Context: an optimization exercise on an open-source flow, tuned for small area, a short achievable clock period and few clock cycles. The choices shown serve that exercise and are no tape-out recipe.
Only simulation tests tie the RTL to the original design; equivalence was not proved.

==> flow/design.v (outline; a module is shown in full before it is edited, if it fits) <==
// module mul: 3393 lines
module mul (
    input wire clk,
    input wire rst_n,
    input wire [32-1:0] multiplicand_i,
    input wire [32-1:0] multiplier_i,
    input wire                       valid_in,
    input wire                       ctrl_ready_i,
    input wire [                3:0] op_i,
    input wire [ 5-1:0] reg_waddr_i,
    input wire [3-1:0] commit_id_i,
    output reg [32-1:0] result_o,
    output reg                       valid_o,
    output reg [ 5-1:0] reg_waddr_o,
    output reg [3-1:0] commit_id_o
);
  // ...
==> flow/flow/run.sh <==
#!/bin/bash
set -o pipefail
bash standard.sh SETUP_SLACK_MARGIN=6.0 "BUFFER_PORTS_ARGS=-buffer_cell sky130_fd_sc_hd__buf_2" finish > standard_flow.log 2>&1
==> flow/standard.sh <==
#!/bin/bash
# synth_recipe.tcl (not shown) runs the flow's synth.tcl, then flattens the netlist and writes it again
# the make line also repeats each setting of config.mk as NAME=value (left out here)
make -C /OpenROAD-flow-scripts/flow DESIGN_CONFIG=/design/flow/config.mk WORK_HOME=/design/flow/orfs CLKGATE_MAP_FILE= SYNTH_SCRIPT=/design/flow/synth_recipe.tcl "${@:-finish}"
==> flow/config.mk <==
export PLATFORM = sky130hd
export DESIGN_NAME = mul
export DESIGN_NICKNAME = mul
export VERILOG_FILES = /design/flow/design.v
export SDC_FILE = /design/flow/constraint.sdc
export NUM_CORES = 4
export LEC_CHECK = 0
export CAP_MARGIN = 20
export CORE_MARGIN = 2
export CORE_UTILIZATION = 40
export CTS_BUF_LIST = sky130_fd_sc_hd__clkbuf_4 sky130_fd_sc_hd__clkbuf_8
export CTS_CLUSTER_SIZE = 30
export PLACE_DENSITY = 0.65
export SETUP_SLACK_MARGIN = 5
export SLEW_MARGIN = 20
export TNS_END_PERCENT = 10
==> flow/constraint.sdc <==
create_clock -name core_clock -period 10.0 [get_ports {clk}]
set_input_delay 2.0000 -clock core_clock [delete_from_list [all_inputs] [get_ports {clk}]]
set_output_delay 2.0000 -clock core_clock [all_outputs]
set_load 0.01 [all_outputs]
==> summary.txt, run 1 <==
Global routing
  – Met2 Track Usage GR: between 30% and 40%
  – Pin count of the biggest net entering global routing: 91
  – Busiest grt layer: met2
  – Met3 Usage GRT: 9.33%

Die
  – Initial Util: 40.2%
  – Die height: 301 um

Yosys
  – Mean area per synthesized cell: around 11 sq um
  – FFs w/ async S/R, synth: 0%
  – Post-Syn Nets: 3,859
  – Synth Area in Compound Gates: approximately 14%
  – Post-synthesis cell area: roughly 35,000 sq um
  – Post-synth EDFFs: about 330
  – Netlist cell types: 70
  – Part of the Yosys area used for sequential elements: 28.1%
  – Most instantiated cells after synthesis: a22oi_1 (513), fa_1 (474), xor2_1 (358), inv_1 (354), edfxtp_1 (329)

Cells and area
  – Flip-flop and latch count: 332
  – Largest registers: a x33, result_o x32
  – Syn-to-layout area delta: 8.37%
  – NonClk Buf Share: 4.01%
  – Most common cell after layout, fill and taps aside: a22oi_1
  – Clock-cell share: between 3 and 4%

Routing
  – Top sig layer: met5
  – Pre-antenna DRT Iters: 7
  – Avg Vias per Cell: 5.94

Timing
  – Slew HR: around 29%
  – Setup TNS: 0 ns

Clock tree
  – CTS tree: yes

Worst setup path
  – R2r worst-path depth: 8
  – Critical Path Start: neg_s1[14]$_DFFE_PP_
  – Worst path depth: 8
  – Worst EP arrival: 4.48 ns

Placed design
  – PortBufs: between 100 and 150

Outcome
  – Run status: no timing/DRC/antenna violations
Testbench counts, summed over its fixed seeds: cycles 8,824.
==> inputs of run 2 (changes only) <==
--- a/flow/config.mk
+++ b/flow/config.mk
@@ -13,4 +13,4 @@
 export PLACE_DENSITY = 0.65
 export SETUP_SLACK_MARGIN = 5
 export SLEW_MARGIN = 20
-export TNS_END_PERCENT = 10
+export TNS_END_PERCENT = 100
==> summary.txt, run 2 <==
Outcome
  – Run status: no timing/DRC/antenna violations (unchanged)

Timing
  – RSZ-0062 raised after global routing: true (unchanged)
  – Skew final: 0.0538 ns (was 0.0465 ns)
  – Fmax: 252 MHz (was 246 MHz)
  – Final hold vios: 0 (unchanged)
  – Fin crit period: 3.97 ns (was 4.07 ns)
  – Setup TNS: 0 ns (unchanged)
  – Final Cycle Share: 39.7% (was 40.7%)
  – Slew HR: 26.2% (was 29.2%)
  – Worst slew pin tran: 1.10 ns (was 1.05 ns)
  – Final setup viols: 0 (unchanged)
  – Min Hold Slack: 0.416 ns (about the same)
  – Slew Limit Fails: 0 (unchanged)

Routing
  – Routed Antenna Nets: 0 (unchanged)
  – Final WL: 116 mm (about the same)
  – Avg Vias per Cell: 5.93 (was 5.94)
  – Drt wl/cell: 26.8 um (about the same)
  – Starting DRT DRC Count: 3,338 (was 3,232)
  – DRC viols: 0 (unchanged)
  – Pre-antenna DRT Iters: 7 (unchanged)
  – Vias: 25.7k (about the same)

Cells and area
  – Reg area: 9940 sq um (unchanged)
  – Nets: 3,802 (was 3,804)
  – Multi-input logic area: 22,900 sq um (was 22,800 sq um)
  – Most common cell after layout, fill and taps aside: a22oi_1 (unchanged)
  – Max FFs per register: 33 (unchanged)
  – Filler cells: 8,233 (was 8,238)
  – Syn-to-layout area delta: 8.86% (was 8.37%)
  – Largest registers: a x33, result_o x32 (unchanged)
  – Share of post-route cells with drive strength above 1: 10.9% (was 10.6%)
  – Most frequent cells in the layout: a22oi_1 (505), fa_1 (474), xor2_1 (358), inv_1 (354), edfxtp_1 (329) (was a22oi_1 (510), fa_1 (474), xor2_1 (358), inv_1 (354), edfxtp_1 (329))
  – Reg with most FFs: a (unchanged)

Die
  – Die width: 301 um (unchanged)
  – I/O pin count: 121 (unchanged)
  – Die height: 301 um (unchanged)
  – Row cnt: 109 (unchanged)
  – Core area: 88,000 sq um (unchanged)
  – Initial Util: 40.2% (unchanged)
  – Die area: 90,700 sq um (unchanged)

Yosys
  – Post-synthesis cell count: 3,175 (unchanged)
  – Part of the Yosys area used for sequential elements: 28.1% (unchanged)
  – Ys Warns: 1 (unchanged)
  – FFs w/ async S/R, synth: 0% (unchanged)
  – Ranking of synthesized cells by area: edfxtp_1 (28%), fa_1 (27%), a22oi_1 (11%) (unchanged)
  – Post-synthesis cell area: 35,300 sq um (unchanged)
  – Post-synthesis register bit count: 332 (unchanged)
  – Netlist cell types: 70 (unchanged)
  – Synth Flop Type: edfxtp_1 (unchanged)
  – Mean area per synthesized cell: 11.1 sq um (unchanged)
  – Count leader, synth: a22oi_1 (unchanged)
  – Post-Syn Nets: 3,859 (unchanged)
  – Post-synth EDFFs: 329 (unchanged)
  – Most instantiated cells after synthesis: a22oi_1 (513), fa_1 (474), xor2_1 (358), inv_1 (354), edfxtp_1 (329) (unchanged)
  – Top cell type's share of synthesized area: 28.0% (unchanged)
  – Area leader, netlist: edfxtp_1 (unchanged)

Worst setup path
  – Crit path max-delay family: adder cells (unchanged)
  – Critical Path Fanout Max: 23 (was 29)
  – CP most frequent cell: fa_1 (unchanged)
  – Worst Setup Start Kind: flop (unchanged)
  – Worst EP arrival: 4.42 ns (was 4.48 ns)
  – CP Class: flop to flop (unchanged)
  – Crit-path slowest cell: edfxtp_1 (was buf_4)
  – Cells along the critical path: buf_4, xor2_1, fa_1, fa_1, inv_1, fa_1, fa_1 (was buf_4, fa_1, inv_1, fa_1, fa_1, inv_1, fa_1, fa_1)
  – Critical Path RT: 10.46 ns (was 10.41 ns)
  – WP buf/inv: 2 (was 3)
  – Largest stage delay, worst path: 0.93 ns (was 0.67 ns)
  – Critical path endpoint category: flop (unchanged)

Global routing
  – Antenna violations before repair: 5 (unchanged)
  – All-Layer GR Usage: 25.7% (unchanged)
  – Vias in the first global route: 27.1k (unchanged)
  – Pin count of the biggest net entering global routing: 91 (unchanged)
  – First-pass GRT wire length: 173 mm (unchanged)
  – GRT Residual Overflow: 0 (unchanged)

Clock tree
  – Bufs on Longest Clock Path: 3 (unchanged)
  – Total CTS buffers: 61 (unchanged)
  – Clk Latency, worst-skew pair: 0.73 ns (was 0.72 ns)
  – Clock-pin slew on the worst setup and hold paths: 0.07 ns (was 0.05 ns)
  – # H-tree levels: 2 (unchanged)
  – Hold_buf cts: 0 (unchanged)
  – CTS tree: yes (unchanged)
  – # clock sinks: 332 (unchanged)
  – Clock root buffer: clkbuf_8 (unchanged)

Placed design
  – PortBufs: 120 (unchanged)
  – HPWL after DPL: 71.6 mm (unchanged)
  – GPL Wtd Cong: 0.916 (unchanged)

Flow run
  – Max_cap viols: 0 (unchanged)

Hold path
  – Hold Path Class: flop to flop (unchanged)
run 2: cell counts after synthesis:
Identical to the previous run, type by type.
run 2: repair_timing:
| item | 4_1_cts | 5_1_grt |
|---|---|---|
| pin swaps | 1 | 7 |
| endpoints found under the setup margin | 49 | 43 |
| buffers inserted | 4 | 3 |
| resized for setup | 11 | 97 |
run 2: worst paths after layout:
path,start,end,slack [ns],cells past startpoint
max reg2reg,neg_s1[16]$_DFFE_PP_,r2_43_0$_DFFE_PP_,6.03,7
max,neg_s1[16]$_DFFE_PP_,r2_43_0$_DFFE_PP_,6.03,7
min reg2reg,commit_id_s2[0]$_DFFE_PP_,commit_id_o[0]$_DFFE_PP_,0.42,0
min,commit_id_s2[0]$_DFFE_PP_,commit_id_o[0]$_DFFE_PP_,0.42,0
run 2: layout make-up:
class / count / area share [%]
sequential: 332 / 25.8
tap: 1165 / 3.79
multi-input combinational: 2149 / 59.5
clock inverter: 22 / 0.416
timing repair buffer: 216 / 4.22
inverter: 358 / 3.51
clock buffer: 83 / 2.66
antenna: 2 / 0.0130
run 2: cell families (layout without fill, tap and decap cells):
family	count (synthesis)	after routing	share of synthesized area, %
compound gates	691	691	14.2
xor+xnor	612	612	15.2
fa+ha+maj	604	604	31.5
buf+inv	694	679	7.37
flops	332	332	28.1
mux	8	8	0.237
other cells	1	3	0.0106
simple gates	233	233	3.41
run 2: per-stage QoR:
step | cell area (sq um) | setup slack (ns) | utilization (%) | cells
floorplan | 35300 | 6.04 | - | 3175
global placement | 36800 | 5.55 | 41.8 | 4213
detailed placement | 36800 | 5.52 | 41.8 | 4213
CTS | 38100 | 5.98 | 43.3 | 4322
global route | 38500 | 5.95 | 43.7 | 4327
finish | 38500 | 6.03 | 43.7 | 4327
run 2: routing by layer:
| layer | share of wire [%] | global-route usage, % |
|---|---|---|
| met1 | 38 | 33.6 |
| met2 | 42 | 37.4 |
| met3 | 14 | 9.33 |
| met4 | 5.8 | 13.2 |
| met5 | 0.032 | 0 |
run 2: worst reg2reg max path, delay by kind of cell, from the launching register on:
family / cells / cell delay, ns
flip-flops: 1 / 0.93
XOR/XNOR: 1 / 0.28
adder cells (fa/ha/maj): 4 / 1.87
buffers and inverters: 2 / 0.63
==> inputs of run 3 (changes only) <==
==> flow/flow/run.sh (replaced) <==
#!/bin/bash
set -o pipefail
bash standard.sh SETUP_SLACK_MARGIN=6.1 "BUFFER_PORTS_ARGS=-buffer_cell sky130_fd_sc_hd__buf_2" finish > standard_flow.log 2>&1
==> summary.txt, run 3 <==
Clock tree
  – # clock sinks: 332 (unchanged)
  – Clk Latency, worst-skew pair: 0.72 ns (was 0.73 ns)
  – Clock-pin slew on the worst setup and hold paths: 0.07 ns (about the same)
  – Bufs on Longest Clock Path: 3 (unchanged)
  – Clock root buffer: clkbuf_8 (unchanged)
  – CTS tree: yes (unchanged)
  – Total CTS buffers: 59 (was 61)
  – Hold_buf cts: 0 (unchanged)
  – # H-tree levels: 2 (unchanged)

Hold path
  – Hold Path Class: flop to flop (unchanged)

Global routing
  – All-Layer GR Usage: 25.4% (was 25.7%)
  – Antenna violations before repair: 5 (unchanged)
  – GRT Residual Overflow: 0 (unchanged)
  – Pin count of the biggest net entering global routing: 141 (was 91)
  – Vias in the first global route: 26.9k (was 27.1k)
  – First-pass GRT wire length: 171 mm (was 173 mm)

Cells and area
  – Syn-to-layout area delta: 10.3% (was 8.86%)
  – Nets: 3,802 (unchanged)
  – Max FFs per register: 33 (unchanged)
  – Largest registers: a x33, result_o x32 (unchanged)
  – Filler cells: 8,131 (was 8,233)
  – Most common cell after layout, fill and taps aside: a22oi_1 (unchanged)
  – Reg with most FFs: a (unchanged)
  – Reg area: 9940 sq um (unchanged)
  – Non-filler instance count after layout: 4,334 (was 4,327)
  – Most frequent cells in the layout: a22oi_1 (490), fa_1 (471), xor2_1 (354), inv_1 (354), edfxtp_1 (329) (was a22oi_1 (505), fa_1 (474), xor2_1 (358), inv_1 (354), edfxtp_1 (329))
  – Share of post-route cells with drive strength above 1: 11.7% (was 10.9%)
  – Design area: 39,000 sq um (was 38,500 sq um)
  – Final Core Density: 44.3% (was 43.7%)
  – Multi-input logic area: 23,100 sq um (was 22,900 sq um)

Timing
  – Skew final: 0.0479 ns (was 0.0538 ns)
  – Final Cycle Share: 38.9% (was 39.7%)
  – Fmax: 257 MHz (was 252 MHz)
  – RSZ-0062 raised after global routing: true (unchanged)
  – Slew Limit Fails: 0 (unchanged)
  – Final WS setup: 6.11 ns (was 6.03 ns)
  – Min Hold Slack: 0.419 ns (was 0.416 ns)
  – Final hold vios: 0 (unchanged)
  – Fin crit period: 3.89 ns (was 3.97 ns)
  – Setup TNS: 0 ns (unchanged)
  – Worst slew pin tran: 1.05 ns (was 1.10 ns)
  – Final setup viols: 0 (unchanged)
  – Slew HR: 29.7% (was 26.2%)

Worst setup path
  – Reg2reg setup slack: 6.11 ns (was 6.03 ns)
  – Critical Path Fanout Max: 33 (was 23)
  – Worst Setup Start Kind: flop (unchanged)
  – Critical path endpoint category: flop (unchanged)
  – Critical Path RT: 10.43 ns (was 10.46 ns)
  – CP Class: flop to flop (unchanged)
  – Worst EP arrival: 4.32 ns (was 4.42 ns)

Yosys
  – Count leader, synth: a22oi_1 (unchanged)
  – Ranking of synthesized cells by area: edfxtp_1 (28%), fa_1 (27%), a22oi_1 (11%) (unchanged)
  – Area leader, netlist: edfxtp_1 (unchanged)
  – Post-Syn Nets: 3,859 (unchanged)
  – FFs w/ async S/R, synth: 0% (unchanged)
  – Post-synthesis register bit count: 332 (unchanged)
  – Mean area per synthesized cell: 11.1 sq um (unchanged)
  – Part of the Yosys area used for sequential elements: 28.1% (unchanged)
  – Post-synthesis cell area: 35,300 sq um (unchanged)
  – Post-synth EDFFs: 329 (unchanged)
  – Post-synthesis cell count: 3,175 (unchanged)
  – Ys Warns: 1 (unchanged)
  – Synth Flop Type: edfxtp_1 (unchanged)
  – Top cell type's share of synthesized area: 28.0% (unchanged)
  – Most instantiated cells after synthesis: a22oi_1 (513), fa_1 (474), xor2_1 (358), inv_1 (354), edfxtp_1 (329) (unchanged)
  – Netlist cell types: 70 (unchanged)

Routing
  – Routed Antenna Nets: 0 (unchanged)
  – Pre-antenna DRT Iters: 8 (was 7)
  – Starting DRT DRC Count: 3,340 (was 3,338)
  – Vias: 25.6k (was 25.7k)
  – Avg Vias per Cell: 5.91 (was 5.93)
  – DRC viols: 0 (unchanged)
  – Top sig layer: met5 (unchanged)
  – Wire length on met1: 43.7 mm (was 44.2 mm)
  – Met2 Wirelength: 49.3 mm (was 48.8 mm)
  – Drt wl/cell: 26.6 um (was 26.8 um)
  – Final WL: 115 mm (was 116 mm)
  – Met3 WL: 15.8 mm (was 16.1 mm)

Placed design
  – Pre-CTS worst setup slack: 5.59 ns (was 5.52 ns)
  – Placed inst area: 36,800 sq um (about the same)
  – DP Cell Count: 4,213 (unchanged)
  – PortBufs: 120 (unchanged)
  – HPWL after DPL: 70.3 mm (was 71.6 mm)
  – GPL Wtd Cong: 0.908 (was 0.916)

Outcome
  – Run status: no timing/DRC/antenna violations (unchanged)

Die
  – Row cnt: 109 (unchanged)
  – Die area: 90,700 sq um (unchanged)
  – Initial Util: 40.2% (unchanged)
  – Die width: 301 um (unchanged)
  – I/O pin count: 121 (unchanged)
  – Die height: 301 um (unchanged)
  – Core area: 88,000 sq um (unchanged)

Flow run
  – Max_cap viols: 0 (unchanged)
-- run 3: cell counts after synthesis --
No cell type changed its count.
-- run 3: layout make-up --
class | count | share of cell area (%)
Multi-Input combinational cell | 2149 | 59.2
Sequential cell | 332 | 25.5
Timing Repair Buffer | 218 | 4.86
Tap cell | 1165 | 3.74
Inverter | 358 | 3.50
Clock buffer | 69 | 2.29
Clock inverter | 41 | 0.905
Antenna cell | 2 | 0.0128
-- run 3: final timing paths --
check | startpoint | cells past startpoint | end
worst max-delay path | a[11]$_DFFE_PP_ | 9 | r2_37_0$_DFFE_PP_
worst min-delay path | reg_waddr_s2[3]$_DFFE_PP_ | 0 | reg_waddr_o[3]$_DFFE_PP_
worst max register to register | a[11]$_DFFE_PP_ | 9 | r2_37_0$_DFFE_PP_
worst min register to register | reg_waddr_s2[3]$_DFFE_PP_ | 0 | reg_waddr_o[3]$_DFFE_PP_
-- run 3: worst max-delay path, stage by stage (launching register included) --
cell and delay [ns]:
edfxtp_1 0.36, buf_8 0.36, a22oi_1 0.17, xor2_1 0.19
fa_1 0.47, fa_1 0.52, fa_1 0.51, inv_1 0.06
fa_1 0.42, fa_1 0.56
-- run 3: cells by family (layout without fill, tap and decap cells) --
logic type | count (synthesis) | after routing | synth area share [%]
buffers and inverters | 694 | 686 | 7.37
other | 1 | 3 | 0.0106
xor gates and xnor gates | 612 | 612 | 15.2
AOI/OAI and AO/OA | 691 | 691 | 14.2
adders and majority gates | 604 | 604 | 31.5
DFF | 332 | 332 | 28.1
muxes | 8 | 8 | 0.237
and+or+nand+nor | 233 | 233 | 3.41
-- run 3: metal layers --
metal,vias up,global-route usage (%)
met3,414,8.69
met5,-,0.370
li1,10600,-
met1,12600,33.4
met4,2,12.6
met2,1950,37.2
-- run 3: timing repair --
| item | CTS | global route |
|---|---|---|
| cloned | 0 | 1 |
| pin swaps | 4 | 11 |
| setup endpoints to repair | 59 | 39 |
| gates resized for setup | 77 | 149 |
| setup buffers | 2 | 6 |

==> port drivers added, routing unchanged <==
How much do the figures lean on ideal ports? The routed layouts below were timed once more, with nothing changed but the port constraints. Step 1 sets driving cells, clkbuf_16 on the clock port and buf_2 on the other inputs (assumed; they add their load-dependent delay and slew). Step 2, shift: input delay + t, output delay - t, t = (earliest + latest rising clock arrival at the registers) / 2. This alone moves slack from input paths to output paths. a / b / c = ideal ports / drivers / drivers and shift; a / b = the first two.
run	t (ns)	setup slack, ns	worst slew at a driven data input, ns
run 1	0.758	5.930 / 5.930 / 5.930	0.06
run 2	0.772	6.035 / 6.035 / 6.035	0.06
run 3	0.753	6.110 / 6.110 / 5.819	0.06
After both steps every run listed still meets setup and hold. For run 3, which loses most, drivers alone change the setup slack by 0.000 ns; drivers and shift together by -0.291 ns.
